Background: an optimization exercise with open tools, aiming at small area and a short achievable clock period. Do not read the settings as production practice. RTL that was checked went through simulation tests only; none was proved equivalent to the original. Power and IR drop assume default switching activity.

Design awstm, start of the top module:
module awstm(
        pps,
        tevt,
        evt,
        rst_n,
        clk
    );
    input pps;
    input [31:0] tevt;
    output [31:0] evt;
    input rst_n;
    input clk;
    reg r_pps;
    reg r_pps_lock;
    reg [14:0] r_k;           
    reg [26:0] r_td;
    reg [16:0] r_awstm;
    reg [30:0] r_tmev_next;
    reg [17:0] r_set_tmev;    
    reg [10:0] r_tcor;
    reg [7:0]  r_tcor_max;    
    wire evt_pps = pps & ~r_pps;
    assign evt = {r_set_tmev[17], 14'd0, r_set_tmev[16:0]};
    wire        low_zero = ~|r_td[18:0];
    wire [6:0]  a = (r_td[25:19] ^ {7{r_td[26]}}) + {6'd0, r_td[26] & low_zero};
    wire [6:0]  t1;
    wire [6:0]  t2;
    assign t1[6] = a[6];
    assign t1[5:0] = a[6:1] | a[5:0];
    assign t2[6] = t1[6];
    assign t2[5:0] = t1[6:1] ^ t1[5:0];
    wire [7:0]  tcm_next = {~(t1[1] & t1[2]), t2[0], t2[1], t2[2], t2[3], t2[4], t2[5], t2[6]};
    wire tcor_ge = r_tcor[10:3] >= r_tcor_max;
    wire [10:0] tcor_next = tcor_ge ? 11'd0 : r_tcor + 11'd1;
    wire cor_eq = (r_tcor == {r_tcor_max, 3'd0});
    wire k_to = r_k[14] & ~r_k[12] & ~r_k[9] & ~r_k[8] & ~r_k[7] & ~r_k[2] & ~r_k[1] & ~r_k[0];
    wire cor = ~aws_wrap & cor_eq;
    wire inc0 = cor_eq & r_td[26];
    wire inc2 = cor_eq & ~r_td[26];
    wire aws_wrap = (&r_awstm[16:15]) & (&r_awstm[10:9]) & r_awstm[7] & (r_awstm[5] | (&r_awstm[4:0]));
    wire        aws_c1 = inc2 | (~cor_eq & r_awstm[0]);
    wire [16:0] aws_sum;
    assign aws_sum[0] = r_awstm[0] ^ ~cor_eq;
    genvar gw;
    generate
        for (gw = 1; gw < 17; gw = gw + 1) begin : g_aws
            if (gw == 1) begin : g1
                assign aws_sum[gw] = r_awstm[gw] ^ aws_c1;
            end else begin : gn
                assign aws_sum[gw] = r_awstm[gw] ^ (aws_c1 & (&r_awstm[gw-1:1]));
            end
        end
    endgenerate
    wire [16:0] aws_next = aws_wrap ? 17'd0 : aws_sum;
    wire [14:0] td_l = r_td[14:0];
  ...
Size in the first run: about 1100 cells after synthesis, ~130 flip-flops, ~67 I/O pins, roughly 9600 sq um of cells after synthesis.
export LEC_CHECK = 0
export CAP_MARGIN = 20
export CORE_MARGIN = 2
export CORE_UTILIZATION = 60
export CTS_BUF_LIST = sky130_fd_sc_hd__clkbuf_8
export PLACE_DENSITY = 0.75
export SETUP_SLACK_MARGIN = 2.9
export SLEW_MARGIN = 20
create_clock -name core_clock -period 6.0 [get_ports {clk}]
standard.sh (not shown) runs the stock make flow with config.mk's settings and CLKGATE_MAP_FILE= SYNTH_SCRIPT=/design/flow/synth_recipe.tcl, a recipe that flattens the netlist after the stock synthesis.
==> flow/flow/run.sh <==
#!/bin/bash
# Standard ORFS layout; the only change is the cell used to buffer the ports.
set -euo pipefail
bash standard.sh finish "BUFFER_PORTS_ARGS=-buffer_cell sky130_fd_sc_hd__buf_1" > make_finish.log 2>&1
Change:
- SETUP_SLACK_MARGIN: 2.9 -> 2.95
=>
- The new run completed with no timing, DRC or antenna violations
- via count came out higher by 1.4%
- clock-buffer cell count came out lower by 3
- first-iteration DRC count came out lower by about 5%
- global-route usage came out lower by 0.37 points
- setup slack improved by 0.018 ns
- sequential cell count does not change
- cell area came out higher by about 1.8%
- sequential share of layout area came out lower by 0.52 points


## rev 12
awstm, a different RTL version from the one above (not shown whole).
Size in the first run: roughly 920 cells after synthesis, about 130 flip-flops, roughly 0.0088 mm^2 of cells after synthesis.
export LEC_CHECK = 0
export CAP_MARGIN = 20
export CORE_MARGIN = 2
export CORE_UTILIZATION = 40
export PLACE_DENSITY = 0.6
export SETUP_SLACK_MARGIN = 3.5
export SLEW_MARGIN = 20
create_clock -name core_clock -period 6.0 [get_ports {clk}]
run.sh (not shown) runs the stock make flow with config.mk's settings and CLKGATE_MAP_FILE= SYNTH_SCRIPT=/design/flow/synth_recipe.tcl, a recipe that flattens the netlist after the stock synthesis.
Stock flow here: none of the scripts above is used.
Rev 12 did not stop at any stage, and its layout met the timing, design-rule and antenna checks.
For rev 13, these inputs were changed with respect to rev 12:
# rev 12
export LEC_CHECK = 0
export CAP_MARGIN = 20
export CORE_MARGIN = 2
export CORE_UTILIZATION = 40
export PLACE_DENSITY = 0.6
export SETUP_SLACK_MARGIN = 3.5
export SLEW_MARGIN = 20
create_clock -name core_clock -period 6.0 [get_ports {clk}]
# rev 13
export LEC_CHECK = 0
export CAP_MARGIN = 20
export CORE_MARGIN = 2
export CORE_UTILIZATION = 40
export PLACE_DENSITY = 0.6
export SLEW_MARGIN = 20
create_clock -name core_clock -period 6.0 [get_ports {clk}]
==> comparison <==
- Higher global routing usage on met3 goes to rev 12 over rev 13.
- Rev 13 ended up with a lower number of gates on the worst path with buffers counted than rev 12 did.
- Going from rev 12 to rev 13, minimum setup slack among reg-to-reg paths shows a reduction of 560 ps, final net count went down by 86.
- Rev 13 vs. rev 12: number of non-clock buffers went down by about 55%.
- Against rev 12 as the reference, rev 13 delivers a higher portion of the clock cycle consumed by the worst path in the final layout.
No run of this note included a check of the RTL's function; only the layout flow was run.


awstm, a different RTL version from the one above (not shown whole).
Size in the first run: ~130 flip-flops, roughly 67 I/O pins, roughly 10000 sq um of cells after synthesis.
// awstm
module awstm(
        pps,
        tevt,
        evt,
        rst_n,
        clk
    );
==> flow/config.mk <==
export PLATFORM = sky130hd
export DESIGN_NAME = awstm
export DESIGN_NICKNAME = awstm
export VERILOG_FILES = /design/flow/design.v
export SDC_FILE = /design/flow/constraint.sdc
export NUM_CORES = 4
export LEC_CHECK = 0
export CAP_MARGIN = 20
export CORE_MARGIN = 2
export CORE_UTILIZATION = 40
export CTS_BUF_LIST = sky130_fd_sc_hd__clkbuf_8
export CTS_CLUSTER_DIAMETER = 100
export CTS_CLUSTER_SIZE = 30
export PLACE_DENSITY = 0.6
export SETUP_SLACK_MARGIN = 2.8
export SLEW_MARGIN = 20
==> flow/constraint.sdc <==
create_clock -name core_clock -period 6.0 [get_ports {clk}]
set_input_delay 1.2000 -clock core_clock [delete_from_list [all_inputs] [get_ports {clk}]]
set_output_delay 1.2000 -clock core_clock [all_outputs]
set_load 0.01 [all_outputs]
standard.sh (not shown) runs the stock make flow with config.mk's settings and CLKGATE_MAP_FILE= SYNTH_SCRIPT=/design/flow/synth_recipe.tcl, a recipe that flattens the netlist after the stock synthesis.
Scripts as last shown in full above: flow/flow/run.sh
The starting point completed with no timing, DRC or antenna violations.
Then changed:
--- a/flow/config.mk
+++ b/flow/config.mk
@@ -12,2 +11,0 @@
-export CTS_CLUSTER_DIAMETER = 100
-export CTS_CLUSTER_SIZE = 30
@@ -15 +13 @@
-export SETUP_SLACK_MARGIN = 2.8
+export SETUP_SLACK_MARGIN = 3.1
Effect: Register-to-register slack gains 0.13 ns; synthesized cell count does not change; non-clock buffer count rises by 53; hold slack is worse by 0.0043 ns; global-route usage climbs by 1.0 points; via count rises by a few percent; combinational power rose by roughly a tenth; core utilization rose by 4.0 points; wire length went up by a few percent; die area is unchanged; worst setup slack gets better by 0.14 ns.
Then changed:
--- a/flow/config.mk
+++ b/flow/config.mk
@@ -13 +13 @@
-export SETUP_SLACK_MARGIN = 3.1
+export SETUP_SLACK_MARGIN = 2.8
=> The changed run ran to the end with no violations. Synthesized area is unchanged. Cell area drops by a little under a tenth. Routed wire length drops by a few percent. Die area does not change.
Then changed:
--- a/flow/config.mk
+++ b/flow/config.mk
@@ -11 +11 @@
-export CTS_BUF_LIST = sky130_fd_sc_hd__clkbuf_8
+export CTS_BUF_LIST = sky130_fd_sc_hd__clkbuf_4 sky130_fd_sc_hd__clkbuf_8
The new run completed without violations.
Die area does not change.
Total power stays the same.
Worst setup slack does not change.
Cell area is unchanged.


awstm, a different RTL version from the one above (not shown whole).
Size in the first run: ~0.0099 mm² of cells after synthesis.
Settings: LEC_CHECK=0, CAP_MARGIN=20, CORE_MARGIN=2, CORE_UTILIZATION=40, CTS_BUF_LIST=sky130_fd_sc_hd__clkbuf_8, PLACE_DENSITY=0.6, SETUP_SLACK_MARGIN=2.8, SLEW_MARGIN=20; clock period 6.0 ns.
Scripts as last shown in full above: flow/flow/run.sh
The starting point produced a clean layout.
Then changed:
SETUP_SLACK_MARGIN = 2.5   (was 2.8)
The new run ran to the end with no violations.
Fmax drops by a little under a tenth.
Die area does not change.
Synthesized cell count stays the same.
Combinational power goes down by a few percent.
Global-route usage rises by 0.27 points.
Count of clock-buffer cells in the layout rose by 1.
Routed wire length fell slightly.
Non-clock buffer count fell by 18.
Total power went down by a few percent.
Via count drops slightly.
No run of this note included a check of the RTL's function; only the layout flow was run.


Another version of the RTL of awstm (not shown whole).
Size: ~1100 cells after synthesis, roughly 67 I/O pins, roughly 9600 sq um of cells after synthesis.
==> flow/design.v (excerpt) <==
module awstm(
        pps,
        tevt,
        evt,
        rst_n,
        clk
    );
export LEC_CHECK = 0
export CAP_MARGIN = 20
export CORE_MARGIN = 2
export CORE_UTILIZATION = 60
export CTS_BUF_LIST = sky130_fd_sc_hd__clkbuf_8
export PLACE_DENSITY = 0.75
export SETUP_SLACK_MARGIN = 2.9
export SLEW_MARGIN = 20
create_clock -name core_clock -period 6.0 [get_ports {clk}]
Scripts as last shown in full above: flow/flow/run.sh
The baseline went through all stages and came out clean.
==> next run, changes <==
SETUP_SLACK_MARGIN = 3.1   (was 2.9)
- The changed run passed the timing, design-rule and antenna checks
- final cell count went up slightly
- non-clock buffer count came out higher by 14
- flip-flop and latch count stays the same
- power goes up by a few percent
- routed wire length climbs slightly
- count of clock-buffer cells in the layout does not change
==> next run, changes <==
SETUP_SLACK_MARGIN = 3.3   (was 3.1)
The changed run produced a clean layout.
Count of clock-buffer cells in the layout went down by 1.
Final area went up by a little under a tenth.
Synthesized cell count does not change.
Setup slack gets better by 0.059 ns.
Function was not checked in any run of this note: the RTL went through the layout flow alone.


job 4911:
The RTL this note starts from:
==> flow/design.v <==
`timescale 1ns / 1ps
module awstm(
        pps,
        tevt,
        evt,
        rst_n,
        clk
    );
    input pps;
    input [31:0] tevt;
    output [31:0] evt;
    input rst_n;
    input clk;
    reg r_pps;
    reg r_pps_lock;
    reg [14:0] r_k;           
    reg [26:0] r_td;
    reg [16:0] r_awstm;
    reg [30:0] r_tmev_next;
    reg [17:0] r_set_tmev;    
    reg [10:0] r_tcor;
    reg [7:0]  r_tcor_max;    
    reg r_eq;                 
    reg r_wrap;               
    wire evt_pps = pps & ~r_pps;
    assign evt = {r_set_tmev[17], 14'd0, r_set_tmev[16:0]};
    wire        low_zero = ~|r_td[18:0];
    wire [6:0]  a = (r_td[25:19] ^ {7{r_td[26]}}) + {6'd0, r_td[26] & low_zero};
    wire [6:0]  t1;
    wire [6:0]  t2;
    assign t1[6] = a[6];
    assign t1[5:0] = a[6:1] | a[5:0];
    assign t2[6] = t1[6];
    assign t2[5:0] = t1[6:1] ^ t1[5:0];
    wire [7:0]  tcm_next = {~(t1[1] & t1[2]), t2[0], t2[1], t2[2], t2[3], t2[4], t2[5], t2[6]};
    wire tcor_ge = r_tcor[10:3] >= r_tcor_max;
    wire eq_next = ~tcor_ge & (&r_tcor[2:0]) & (r_tcor[10:3] + 8'd1 == tcm_next);
    wire k_to = r_k[14] & ~r_k[12] & ~r_k[9] & ~r_k[8] & ~r_k[7] & ~r_k[2] & ~r_k[1] & ~r_k[0];
    wire cor = ~r_wrap & r_eq;
    wire inc0 = r_eq & r_td[26];
    wire inc2 = r_eq & ~r_td[26];
    wire at_99998 = (&r_awstm[16:15]) & (&r_awstm[10:9]) & r_awstm[7] & (&r_awstm[4:1]);
    wire at_99997 = (&r_awstm[16:15]) & (&r_awstm[10:9]) & r_awstm[7] & (&r_awstm[4:2]) & r_awstm[0];
    wire wrap_next = ~r_wrap & ((at_99998 & ~inc0) | (at_99997 & inc2));
    wire [16:0] aws_next = r_wrap ? 17'd0 : (inc2 ? r_awstm + 17'd2 : (inc0 ? r_awstm : r_awstm + 17'd1));
    wire [26:0] td_pk = r_td + {{12{r_k[14]}}, r_k};
    wire [26:0] td_pm = r_td + {{26{~r_td[26]}}, 1'b1};
    wire [16:0] tm_l = r_tmev_next[16:0];
    wire        tm_hz = ~|r_tmev_next[30:17];
    wire        tm_ho = &r_tmev_next[30:17];
    wire        l_ones = &tm_l;
    wire [16:0] e = ~(tm_l ^ r_awstm);
    wire [16:0] q;
    assign q[16:0] = {e[16:1] ^ ~(r_awstm[15:0] | ~tm_l[15:0]), ~e[0]};
    wire        m_eq = tm_hz & (&e);
    wire        m_p1 = (&q) & (l_ones ? tm_ho : tm_hz);
    wire        match = m_eq | m_p1;
    wire        tm_gt = ~tm_hz | (tm_l > 17'd99999);
    wire [30:0] tm_sum = {tevt[30:17], 17'd0} + {14'd0, tm_l} + {14'd0, tevt[16:0]};
    wire [30:0] tm_sub = r_tmev_next - 31'd99999;
    wire [30:0] tm_keep = tm_gt ? tm_sub : r_tmev_next;
    always @(posedge clk or negedge rst_n) begin
        if (rst_n == 1'b0) begin
            r_pps <= 1'b0;
            r_pps_lock <= 1'b0;
            r_k <= 15'd9999;
            r_td <= 27'd0;
            r_tcor <= 11'd0;
            r_tcor_max <= 8'd128;
            r_eq <= 1'b0;
            r_wrap <= 1'b0;
            r_awstm <= 17'd0;
            r_tmev_next <= 31'd0;
            r_set_tmev <= 18'd0;
        end else begin
            r_pps <= pps;
            r_tcor_max <= tcm_next;
            r_tcor <= tcor_ge ? 11'd0 : r_tcor + 11'd1;
            r_eq <= eq_next;
            r_wrap <= wrap_next;
            if (evt_pps) begin
                r_pps_lock <= 1'b1;
                r_k <= 15'd9999;
            end else if (k_to) begin
                r_pps_lock <= 1'b0;
                r_k <= 15'd4999;
            end else begin
                r_k <= r_k - 15'd1;
            end
            if (cor)
                r_td <= td_pm;
            else if (evt_pps)
                r_td <= td_pk;
            r_awstm <= aws_next;
            if (match)
                r_set_tmev <= {r_pps_lock, r_awstm};
            r_tmev_next <= (match & ~tm_gt) ? tm_sum : tm_keep;
        end
    end
endmodule
clock: 6.0 ns
lec_check: 0
cap_margin: 20
core_margin: 2
core_utilization: 40
place_density: 0.6
setup_slack_margin: 3.5
slew_margin: 20
run.sh (not shown) runs the stock make flow with config.mk's settings and CLKGATE_MAP_FILE= SYNTH_SCRIPT=/design/flow/synth_recipe.tcl, a recipe that flattens the netlist after the stock synthesis.
Stock flow here: none of the scripts above is used.
What job 6317 does differently from job 4911 at the input level:
Settings: a change of SETUP_SLACK_MARGIN from 3.5 to 2.5; an added CTS_BUF_LIST of sky130_fd_sc_hd__clkbuf_8.
==> flow/flow/run.sh (new file) <==
#!/bin/bash
# Standard ORFS layout; the only change is the cell used to buffer the ports.
set -euo pipefail
bash standard.sh finish "BUFFER_PORTS_ARGS=-buffer_cell sky130_fd_sc_hd__buf_1" > make_finish.log 2>&1
==> flow/standard.sh (new file) <==
#!/bin/bash
# synth_recipe.tcl (not shown) runs the flow's synth.tcl, then flattens the netlist and writes it again
# the make line also repeats each setting of config.mk as NAME=value (left out here)
make -C /OpenROAD-flow-scripts/flow DESIGN_CONFIG=/design/flow/config.mk WORK_HOME=/design/flow/orfs CLKGATE_MAP_FILE= SYNTH_SCRIPT=/design/flow/synth_recipe.tcl "${@:-finish}"
removed: flow/run.sh
Results
- Job 6317 packs its core more loosely than job 4911.
- Compared with job 4911, job 6317 improves cell-internal power.
- Any difference in post-placement cell count between job 6317 and job 4911 is small enough to ignore.
- Reported for job 6317 and job 4911, synthesized area turned out identical to the last digit.
- Summary: power consumed by the clock network, job 6317 better than job 4911
- Of job 6317 and job 4911, it is job 6317 that has the higher time the worst path needs with I/O delays and setup.
- Routed wire in job 6317 totals less than in job 4911.
- Taking job 4911 as the reference, in job 6317 worst hold-check slack now larger; post-route clock period utilization now larger; final worst-path setup slack now smaller.
- In job 6317, the signal arrival time at the worst endpoint came out 0.29 ns above the value in job 4911.
Setup changes, job 6317 to job 4049
Settings: a deleted CTS_BUF_LIST that had been sky130_fd_sc_hd__clkbuf_8; a change of SETUP_SLACK_MARGIN from 2.5 to 1.5.
==> flow/run.sh (new file) <==
#!/bin/bash
# synth_recipe.tcl (not shown) runs the flow's synth.tcl, then flattens the netlist and writes it again
# the make line also repeats each setting of config.mk as NAME=value (left out here)
make -C /OpenROAD-flow-scripts/flow DESIGN_CONFIG=/design/flow/config.mk WORK_HOME=/design/flow/orfs CLKGATE_MAP_FILE= SYNTH_SCRIPT=/design/flow/synth_recipe.tcl finish
removed: flow/flow/run.sh
removed: flow/standard.sh
Job 6317 ended up with dfrtp_4 as its slowest library cell on the worst path; job 4049 ended up with dfrtp_1.
Worst setup slack on job 4049 is down relative to job 6317.
Cell count: job 4049 lower than job 6317
Going from job 6317 to job 4049, sequential power moved down; sequential share of layout area -0.31 points.
NOTE: clock network fraction of total power in job 4049 exceeds that of job 6317
Total wirelength of the detailed-routed design was higher in job 6317 than in job 4049.
Per the comparison of job 4049 with job 6317, detailed-route via count has remained practically unchanged; number of clock buffer instances in the layout fell 1.
Changes in job 1250 relative to job 4049:
Settings: changing SETUP_SLACK_MARGIN from 1.5 to 3.0.
--- outcome ---
The final layout from job 1250, which completed every stage, passed the timing, design-rule and antenna checks at the end of the flow.
Measured against each other, job 4049 and job 1250 differ in flip-flop and latch area, the lower figure coming from job 4049.
Comparing job 4049 and job 1250, clock network area share is lower on job 1250.
Job 4049 → job 1250: biggest cell delay along the critical path shows a reduction of 0.31 ns, final net count shows an increase of about 7%, switching share of power shows no meaningful change, wire length on met1 shows a reduction of 1.9%, total net switching power shows an increase of 18%.
Comparing job 4049 against job 1250, there is no change at all in critical path buffer and inverter count.
Setup WNS job 4049 -> job 1250: better
Inputs modified between job 1250 and job 9366:
Settings: removing SETUP_SLACK_MARGIN (formerly 3.0).
## What came out
On filler-free cell count of the finished design: job 9366 sits below job 1250.
Taking job 1250 as the reference, in job 9366 final area moved down, sum of overflow across all layers after global routing ~0 delta, flip-flop and latch count saw little to no change, highest net fanout along the worst path increased 17.

==> what the ideal ports hide <==
Ports are ideal in the flow. The routed layouts listed here were re-timed in OpenROAD.
Step 1 assumes that a clkbuf_16 drives the clock port and a buf_2 every other input.
Step 2 adds t to the input delays and takes it off the output delays; t is the mean of the earliest and latest rising clock arrival at the registers after step 1. Input paths then give back, and output paths get back, about the clock's delay inside the block.
a / b / c = ideal / step 1 / step 2; a / b = the first two.
run | shift t [ns] | setup slack, ns | worst setup path at the end | pins driven straight from the clock port
the first run of note 1 | 0.485 | 3.000 / 3.018 / 2.533 | input to register | 1
the second run of note 1 | 0.491 | 3.018 / 3.034 / 2.542 | input to register | 1
rev 12 | 0.466 | 0.946 / 0.946 / 0.946 | register to register | 1
rev 13 | 0.460 | 0.384 / 0.384 / 0.384 | register to register | 1
the first run of note 3 | 0.484 | 2.885 / 2.895 / 2.420 | input to register | 1
the second run of note 3 | 0.498 | 3.027 / 3.027 / 2.593 | input to register | 1
the third run of note 3 | 0.484 | 2.885 / 2.895 / 2.420 | input to register | 1
the fourth run of note 3 | 0.484 | 2.885 / 2.895 / 2.420 | input to register | 1
the first run of note 4 | 0.473 | 2.781 / 2.781 / 2.494 | input to register | 1
the second run of note 4 | 0.487 | 2.525 / 2.525 / 2.277 | input to register | 1
the first run of note 5 | 0.498 | 2.935 / 2.935 / 2.462 | input to register | 1
the second run of note 5 | 0.488 | 3.075 / 3.073 / 2.584 | input to register | 1
the third run of note 5 | 0.505 | 3.134 / 3.132 / 2.627 | input to register | 1
job 4911 | 0.473 | 2.859 / 2.859 / 2.530 | input to register | 1
job 6317 | 0.487 | 2.587 / 2.587 / 2.250 | input to register | 1
job 4049 | 0.467 | 1.727 / 1.727 / 1.684 | input to register | 1
job 1250 | 0.469 | 2.843 / 2.843 / 2.544 | input to register | 1
job 9366 | 0.467 | 1.306 / 1.306 / 1.306 | register to register | 1
After both steps setup and hold are still met in every run listed. For the third run of note 5, which loses most, drivers alone change the setup slack by -0.002 ns; drivers and shift together by -0.507 ns.
